Context: an optimization exercise on an open-source flow, tuned for small area and a short achievable clock period. The choices shown serve that exercise and are no tape-out recipe. Function was checked by simulation only, so behaviour that the tests miss may differ from the original.

==> flow/design.v <==
`timescale 1ns / 1ps
module mul_calc #
(
    parameter ENRGY_DATA_WIDTH = 40,
    parameter AXI_DATA_WIDTH = 32
)
(
    input                       aclk,
    input                       aresetn,
    input wire signed [31:0]    Thresh,
    input wire signed [31:0]    Ratio,
    input wire [24:0]           num_fft_pts,
    input [ENRGY_DATA_WIDTH-1 : 0]  energy,
    input                           e_ready,
    output [AXI_DATA_WIDTH-1:0]     m_axis_a_tdata,
    input                           m_axis_a_tready,
    output reg                      m_axis_a_tvalid,
    output reg [AXI_DATA_WIDTH-1:0] m_axis_b_tdata,
    input                           m_axis_b_tready,
    output reg                      m_axis_b_tvalid
);
localparam K = 16;
function [2:0] qds;
    input [2:0] di;
    input [6:0] y;
    reg signed [6:0] m_n1, m_0, m_1, m_2;
    reg signed [6:0] ys;
    begin
        case (di)
            3'd0: begin m_n1 = -13; m_0 = -4; m_1 = 4; m_2 = 12; end
            3'd1: begin m_n1 = -15; m_0 = -6; m_1 = 4; m_2 = 14; end
            3'd2: begin m_n1 = -16; m_0 = -6; m_1 = 4; m_2 = 15; end
            3'd3: begin m_n1 = -18; m_0 = -6; m_1 = 4; m_2 = 16; end
            3'd4: begin m_n1 = -20; m_0 = -6; m_1 = 6; m_2 = 18; end
            3'd5: begin m_n1 = -20; m_0 = -6; m_1 = 6; m_2 = 20; end
            3'd6: begin m_n1 = -22; m_0 = -6; m_1 = 8; m_2 = 20; end
            default: begin m_n1 = -24; m_0 = -8; m_1 = 8; m_2 = 24; end
        endcase
        ys = y;
        if (ys >= m_2)       qds = 3'b110;
        else if (ys >= m_1)  qds = 3'b101;
        else if (ys >= m_0)  qds = 3'b000;
        else if (ys >= m_n1) qds = 3'b001;
        else                 qds = 3'b010;
    end
endfunction
function [68:0] srt_stage;    
    input [32:0] ps;
    input [32:0] pc;
    input [1:0]  xb;
    input [30:0] dl;
    reg [32:0] vs, vc, m, a, cy;
    reg [2:0] q;
    begin
        vs = {ps[30:0], xb};
        vc = {pc[30:0], 2'b00};
        q = qds(dl[30:28], ps[32:26] + pc[32:26]);
        m = ({33{q[0]}} & {2'b01, dl}) | ({33{q[1]}} & {1'b1, dl, 1'b0});
        a = m ^ {33{q[2]}};
        cy = (vs & vc) | (vs & a) | (vc & a);
        srt_stage = {q, vs ^ vc ^ a, cy[31:0], q[2]};
    end
endfunction
reg        state;           
reg [11:0] counter;
reg        done;
reg [51:0] data_sum;        
wire [52:0] acc_c;
wire [51:0] acc_b = {12'd0, energy};
assign acc_c[0] = 1'b0;
genvar gi;
generate
    for (gi = 0; gi < 52; gi = gi + 1) begin : acc
        assign acc_c[gi+1] = (data_sum[gi] & acc_b[gi]) | (data_sum[gi] & acc_c[gi]) |
                             (acc_b[gi] & acc_c[gi]);
    end
endgenerate
wire [51:0] sum_in = data_sum ^ acc_b ^ acc_c[51:0];
wire [11:0] counter_inc = counter + 12'd1;
wire last = (counter_inc == num_fft_pts[11:0]);
wire [52:0] dsub = {1'b0, data_sum} - {21'd0, Thresh};
wire [63:0] dvd = {{12{dsub[52]}}, dsub[51:0]};
wire [31:0] r0 = Ratio;
wire z16 = ~|r0[31:16];
wire [31:0] r1 = z16 ? {r0[15:0], 16'd0} : r0;
wire z8 = ~|r1[31:24];
wire [31:0] r2 = z8 ? {r1[23:0], 8'd0} : r1;
wire z4 = ~|r2[31:28];
wire [31:0] r3 = z4 ? {r2[27:0], 4'd0} : r2;
wire z2 = ~|r3[31:30];
wire [31:0] r4 = z2 ? {r3[29:0], 2'd0} : r3;
wire z1 = ~r4[31];
wire [31:0] rn = z1 ? {r4[30:0], 1'd0} : r4;
wire [95:0] x0 = {32'd0, dvd};
wire [95:0] x1 = z16 ? {x0[79:0], 16'd0} : x0;
wire [95:0] x2 = z8  ? {x1[87:0], 8'd0}  : x1;
wire [95:0] x3 = z4  ? {x2[91:0], 4'd0}  : x2;
wire [95:0] x4 = z2  ? {x3[93:0], 2'd0}  : x3;
wire [95:0] xn = z1  ? {x4[94:0], 1'd0}  : x4;
wire [32:0] fps [33:K];
wire [32:0] fpc [33:K];
wire [2:0]  fq  [32:K];
assign fps[33] = {3'd0, xn[95:66]};
assign fpc[33] = 33'd0;
generate
    for (gi = 32; gi >= K; gi = gi - 1) begin : front
        assign {fq[gi], fps[gi], fpc[gi]} =
            srt_stage(fps[gi+1], fpc[gi+1], xn[2*gi+1:2*gi], rn[30:0]);
    end
endgenerate
reg [31:0] fqp, fqn;
integer fi;
always @* begin
    fqp = 32'd0;
    fqn = 32'd0;
    for (fi = K; fi < 16; fi = fi + 1) begin
        if (fq[fi][2]) fqp[2*fi +: 2] = fq[fi][1:0];
        else           fqn[2*fi +: 2] = fq[fi][1:0];
    end
end
reg [32:0] ps_r, pc_r;
reg [30:0] dl_r;
reg [2*K-1:0] xl_r;
reg [31:0] t_r;
reg [31:0] qp_r, qn_r;
always @(posedge aclk or negedge aresetn) begin
    if (!aresetn) begin
        state <= 1'b0;
        done <= 1'b0;
        counter <= 12'd0;
        data_sum <= 52'd0;
        m_axis_b_tdata <= {AXI_DATA_WIDTH{1'b0}};
        ps_r <= 33'd0;
        pc_r <= 33'd0;
        dl_r <= 31'd0;
        xl_r <= {2*K{1'b0}};
        t_r <= 32'd0;
        qp_r <= 32'd0;
        qn_r <= 32'd0;
    end else begin
        if (!state) begin
            done <= 1'b0;
            if (e_ready) begin
                state <= 1'b1;
                data_sum <= sum_in;
            end
        end else begin
            state <= 1'b0;
            if (last) begin
                counter <= 12'd0;
                data_sum <= 52'd0;
                done <= 1'b1;
                m_axis_b_tdata <= data_sum[31:0];
                ps_r <= fps[K];
                pc_r <= fpc[K];
                dl_r <= rn[30:0];
                xl_r <= xn[2*K-1:0];
                t_r <= Thresh;
                qp_r <= fqp;
                qn_r <= fqn;
            end else begin
                counter <= counter_inc;
            end
        end
    end
end
wire [32:0] bps [K:0];
wire [32:0] bpc [K:0];
wire [2:0]  bq  [K-1:0];
assign bps[K] = ps_r;
assign bpc[K] = pc_r;
generate
    for (gi = K-1; gi >= 0; gi = gi - 1) begin : back
        assign {bq[gi], bps[gi], bpc[gi]} =
            srt_stage(bps[gi+1], bpc[gi+1], xl_r[2*gi+1:2*gi], dl_r);
    end
endgenerate
reg [31:0] qp, qn;
integer bi;
always @* begin
    qp = qp_r;
    qn = qn_r;
    for (bi = 0; bi < K; bi = bi + 1) begin
        if (bq[bi][2]) qp[2*bi +: 2] = bq[bi][1:0];
        else           qn[2*bi +: 2] = bq[bi][1:0];
    end
end
wire [32:0] rem = bps[0] + bpc[0];
wire rneg = rem[32];
wire [31:0] nqn = ~qn;
wire [31:0] cs_s = qp ^ nqn ^ t_r;
wire [31:0] cs_c = (qp & nqn) | (qp & t_r) | (nqn & t_r);
assign m_axis_a_tdata = cs_s + {cs_c[30:0], ~rneg};
reg state_wait;
always @(posedge aclk or negedge aresetn) begin
    if (!aresetn) begin
        state_wait <= 1'b0;
        m_axis_a_tvalid <= 1'b0;
        m_axis_b_tvalid <= 1'b0;
    end else begin
        if (!state_wait) begin
            m_axis_a_tvalid <= 1'b0;
            m_axis_b_tvalid <= 1'b0;
            if (done) begin
                if (m_axis_a_tready & m_axis_b_tready) begin
                    m_axis_a_tvalid <= 1'b1;
                    m_axis_b_tvalid <= 1'b1;
                end else begin
                    state_wait <= 1'b1;
                end
            end
        end else begin
            if (m_axis_a_tready & m_axis_b_tready) begin
                m_axis_a_tvalid <= 1'b1;
                m_axis_b_tvalid <= 1'b1;
                state_wait <= 1'b0;
            end
        end
    end
end
endmodule
clock: 450.0 ns
lec_check: 0
abc_area: 1
cap_margin: 20
core_margin: 2
core_utilization: 40
slew_margin: 20
standard.sh (not shown) runs the stock make flow with config.mk's settings and CLKGATE_MAP_FILE= SYNTH_SCRIPT=/design/flow/synth_recipe.tcl, a recipe that flattens the netlist after the stock synthesis.
==> flow/flow/run.sh <==
#!/bin/bash
set -euo pipefail
bash standard.sh SETUP_SLACK_MARGIN=292 finish > standard_flow.log 2>&1
The baseline produced a clean layout.
Rerun with:
Settings changed: ABC_AREA 1 to not set.
The new run produced a clean layout. Wire length is higher by 8.1%. Non-clock buffer count is higher by 69. Critical path depth is lower by 66. First-iteration DRC count is higher by 6.5%. Hold slack gets better by 4.7 ps. Clock-buffer cell count is higher by 4.
Rerun with:
==> flow/flow/run.sh (replaced) <==
#!/bin/bash
set -euo pipefail
bash standard.sh SETUP_SLACK_MARGIN=290 SKIP_PIN_SWAP=1 SKIP_GATE_CLONING=1 finish > standard_flow.log 2>&1
Settings changed: ABC_AREA set to 1.
Effect:
- The new run produced a clean layout
- setup slack degrades by 690 ps
- critical path depth climbs by 59
- cell count rises by roughly a tenth
- clock skew drops by 21 ps
- utilization goes down by 1.5 points
- wire length went down by a little under a tenth

==> port drivers added, routing unchanged <==
How much do the figures lean on ideal ports? The routed layouts below were timed once more, with nothing changed but the port constraints. Step 1, drivers: a clkbuf_16 drives aclk and a buf_2 each remaining input, both assumed. Step 2 also shifts input and output timing later by t, the mid clock arrival at the registers, as if the neighbouring blocks saw the same clock. a / b / c = no drivers / after step 1 / after step 2; a / b = the first two.
run	shift t [ns]	slack for setup (ns)	hold WS [ns]	cell pins on the clock port's net
the first run	0.674	295.731 / 295.654 / 295.844	0.476 / 0.476 / 0.476	1
the second run	0.621	294.829 / 294.805 / 294.184	0.481 / 0.481 / 0.481	1
the third run	0.676	294.135 / 294.057 / 293.978	0.475 / 0.475 / 0.475	1
After both steps setup and hold are still met in every run listed. For the second run, which loses most, drivers alone change the setup slack by -0.024 ns; drivers and shift together by -0.645 ns.
